From an optimization exercise on the open Yosys and OpenROAD flow, aimed at small area; shortcuts taken in it are not production practice. The RTL was checked by simulation tests, not by an equivalence proof against the original design. Power figures rest on the tool's default switching activity, not on a simulated workload.

== v42 ==
==> flow/design.v <==
`timescale 1ns/1ps
module button_control(clk,rst,button,valid_vote);
input clk,rst,button;
output valid_vote;
localparam [3:0] S10A = 4'd10, S11A = 4'd11, S10B = 4'd14, S11B = 4'd15;
reg [3:0] c;
always@(posedge clk)begin
	if(rst) c<=4'd0;
	else if(button) begin
		if(c==S11A || c==S11B) c<=4'd0;
		else if(c==S10A || c==S10B) c<=S11A;
		else c<=c+4'd1;
	end
	else if(c==S10A) c<=S10B;
	else if(c==S11A) c<=S11B;
end
assign valid_vote = (c==S10B) | (c==S11A);
endmodule
module voting_machine(clk,rst,mode,button1,button2,button3,button4,led);
input clk,rst,mode,button1,button2,button3,button4;
output [7:0] led;
wire v1,v2,v3,v4;
button_control bc1(.clk(clk),.rst(rst),.button(button1),.valid_vote(v1));
button_control bc2(.clk(clk),.rst(rst),.button(button2),.valid_vote(v2));
button_control bc3(.clk(clk),.rst(rst),.button(button3),.valid_vote(v3));
button_control bc4(.clk(clk),.rst(rst),.button(button4),.valid_vote(v4));
wire any_v = v1|v2|v3|v4;
reg [7:0] n1,n2,n3,n4;
always@(posedge clk)begin
	if(rst) begin n1<=0; n2<=0; n3<=0; n4<=0; end
	else if(!mode) begin
		if(v1) n1<=n1+8'd1;
		else if(v2) n2<=n2+8'd1;
		else if(v3) n3<=n3+8'd1;
		else if(v4) n4<=n4+8'd1;
	end
end
reg [3:0] m;
always@(posedge clk)begin
	if(rst) m<=0;
	else if(any_v) m<=(m==4'd10) ? m : m+4'd1;
	else if(m!=0 && m!=4'd10) m<=m+4'd1;
	else m<=0;
end
reg [2:0] sel;
always@(posedge clk)begin
	if(rst) sel<=3'd0;
	else if(!mode) sel<={2'b00, m!=0};
	else if(v1) sel<=3'd4;
	else if(v2) sel<=3'd5;
	else if(v3) sel<=3'd6;
	else if(v4) sel<=3'd7;
end
reg [7:0] t;
always@(*)begin
	case(sel[1:0])
	2'd0: t=n1;
	2'd1: t=n2;
	2'd2: t=n3;
	default: t=n4;
	endcase
end
assign led = sel[2] ? t : {8{sel[0]}};
endmodule
export LEC_CHECK = 0
export CAP_MARGIN = 20
export CORE_MARGIN = 2
export CORE_UTILIZATION = 40
export SLEW_MARGIN = 20
create_clock -name core_clock -period 5.0 [get_ports {clk}]
standard.sh (not shown) runs the stock make flow with config.mk's settings and CLKGATE_MAP_FILE= SYNTH_SCRIPT=/design/flow/synth_recipe.tcl, a recipe that flattens the netlist after the stock synthesis.
==> flow/flow/run.sh <==
#!/bin/bash
# Own flow: the standard layout (standard.sh) with
#  - synthesis mapped by an area-oriented ABC script (flow/area.abc) and
#    without Yosys's half/full-adder extraction,
#  - the smallest buffer on each port,
#  - clock tree built from small clock buffers, without dummy loads.
set -euo pipefail
W=$(pwd)
export MY_ABC_SCRIPT=$W/flow/area.abc
CTS="-sink_clustering_enable -repair_clock_nets -dont_use_dummy_load -buf_list sky130_fd_sc_hd__clkbuf_8 -sink_clustering_size 30 -sink_clustering_max_diameter 100"
sed "s#SYNTH_SCRIPT=[^ ]*#SYNTH_SCRIPT=$W/flow/synth.tcl ADDER_MAP_FILE=#" standard.sh > my_standard.sh
grep -q "SYNTH_SCRIPT=$W/flow/synth.tcl" my_standard.sh
bash my_standard.sh finish "BUFFER_PORTS_ARGS=-buffer_cell sky130_fd_sc_hd__buf_1" "CTS_ARGS=$CTS" > make_flow.log 2>&1
==> flow/flow/area.abc <==
strash
&get -n
&deepsyn -T 20
&dch -f
&nf -R 1000 -p
&put
==> flow/flow/synth.tcl <==
# The standard flow's synthesis script (synth_recipe.tcl) with only the ABC mapping script replaced
proc synth {args} { yosys synth -nofsm -noshare {*}$args }
proc abc {args} {
  set i [lsearch -exact $args -script]
  if { $i >= 0 && [info exists ::env(MY_ABC_SCRIPT)] } {
    lset args [expr {$i + 1}] $::env(MY_ABC_SCRIPT)
  }
  yosys abc {*}$args
}
source $::env(SCRIPTS_DIR)/synth.tcl
# left out here: clear keep_hierarchy, flatten, clean up, hide names made inside functions, write 1_2_yosys.v
Inputs modified between v42 and v7:
# v42
export LEC_CHECK = 0
export CAP_MARGIN = 20
export CORE_MARGIN = 2
export CORE_UTILIZATION = 40
export SLEW_MARGIN = 20
create_clock -name core_clock -period 5.0 [get_ports {clk}]
# v7
export LEC_CHECK = 0
export CAP_MARGIN = 20
export CORE_MARGIN = 2
export CORE_UTILIZATION = 60
export SLEW_MARGIN = 20
create_clock -name core_clock -period 5.0 [get_ports {clk}]
--- a/flow/flow/run.sh
+++ b/flow/flow/run.sh
@@ -8,5 +8,5 @@
 W=$(pwd)
 export MY_ABC_SCRIPT=$W/flow/area.abc
-CTS="-sink_clustering_enable -repair_clock_nets -dont_use_dummy_load -buf_list sky130_fd_sc_hd__clkbuf_8 -sink_clustering_size 30 -sink_clustering_max_diameter 100"
+CTS="-sink_clustering_enable -repair_clock_nets -dont_use_dummy_load -buf_list sky130_fd_sc_hd__clkbuf_16 -sink_clustering_size 60 -sink_clustering_max_diameter 200"
 sed "s#SYNTH_SCRIPT=[^ ]*#SYNTH_SCRIPT=$W/flow/synth.tcl ADDER_MAP_FILE=#" standard.sh > my_standard.sh
 grep -q "SYNTH_SCRIPT=$W/flow/synth.tcl" my_standard.sh
Notes after the runs:
- Lower wire length of the first global-routing pass was reported by v7, not v42.
- Pre-CTS worst setup slack: v7 vs v42 up 0.013 ns
- Summary of the comparison: number of cells on the worst reg-to-reg path is higher in v7, relative to v42.
- There was hardly any difference in routed wire length between v42 and v7.
- Summary of v7 over v42: total net switching power up 0.0084 mW, area growth from synthesis to final layout up 1.2 points.
--- input diff v7..v24 ---
# v7
export LEC_CHECK = 0
export CAP_MARGIN = 20
export CORE_MARGIN = 2
export CORE_UTILIZATION = 60
export SLEW_MARGIN = 20
create_clock -name core_clock -period 5.0 [get_ports {clk}]
# v24
export LEC_CHECK = 0
export CAP_MARGIN = 20
export CORE_MARGIN = 2
export CORE_UTILIZATION = 40
export SLEW_MARGIN = 20
create_clock -name core_clock -period 5.0 [get_ports {clk}]
==> flow/flow/run.sh <==
#!/bin/bash
# Own flow: the standard layout (standard.sh), with synthesis mapped by an
# area-oriented ABC script and without Yosys's half/full-adder extraction.
set -euo pipefail
W=$(pwd)
export MY_ABC_SCRIPT=$W/flow/area.abc
sed "s#SYNTH_SCRIPT=[^ ]*#SYNTH_SCRIPT=$W/flow/synth.tcl ADDER_MAP_FILE=#" standard.sh > my_standard.sh
grep -q "SYNTH_SCRIPT=$W/flow/synth.tcl" my_standard.sh
bash my_standard.sh finish > make_flow.log 2>&1
==> summary.txt <==
Lower number of clock buffer instances in the layout among v24 and v7: v7
Going from v7 to v24, horizontal die dimension grew by more than 10%.
v24: share of total power in the clock network is 6.1 points lower than what v7 reported.

## afterwards: timing with drivers on the ports
The flow's constraints put no driver on any port. The routed layouts listed below were extracted and timed again, unchanged, in two steps. Step 1: set_driving_cell puts a clkbuf_16 on clk and a buf_2 on each other input, an assumption about the parent block. Step 2 adds t to the input delays and takes it off the output delays; t is the mean of the earliest and latest rising clock arrival at the registers after step 1. Input paths then give back, and output paths get back, about the clock's delay inside the block. a / b / c = no drivers / after step 1 / after step 2; a / b = the first two.
run | shift t [ns] | slack for setup (ns) | slew at the worst register clock pin (ns) | pins driven straight from the clock port
v42 | 0.324 | 1.932 / 1.906 / 2.163 | 0.10 / 0.10 | 1
v7 | 0.313 | 1.943 / 1.909 / 2.147 | 0.07 / 0.07 | 1
v24 | 0.335 | 1.548 / 1.523 / 1.735 | 0.10 / 0.10 | 1
After both steps setup and hold are still met in every run listed.
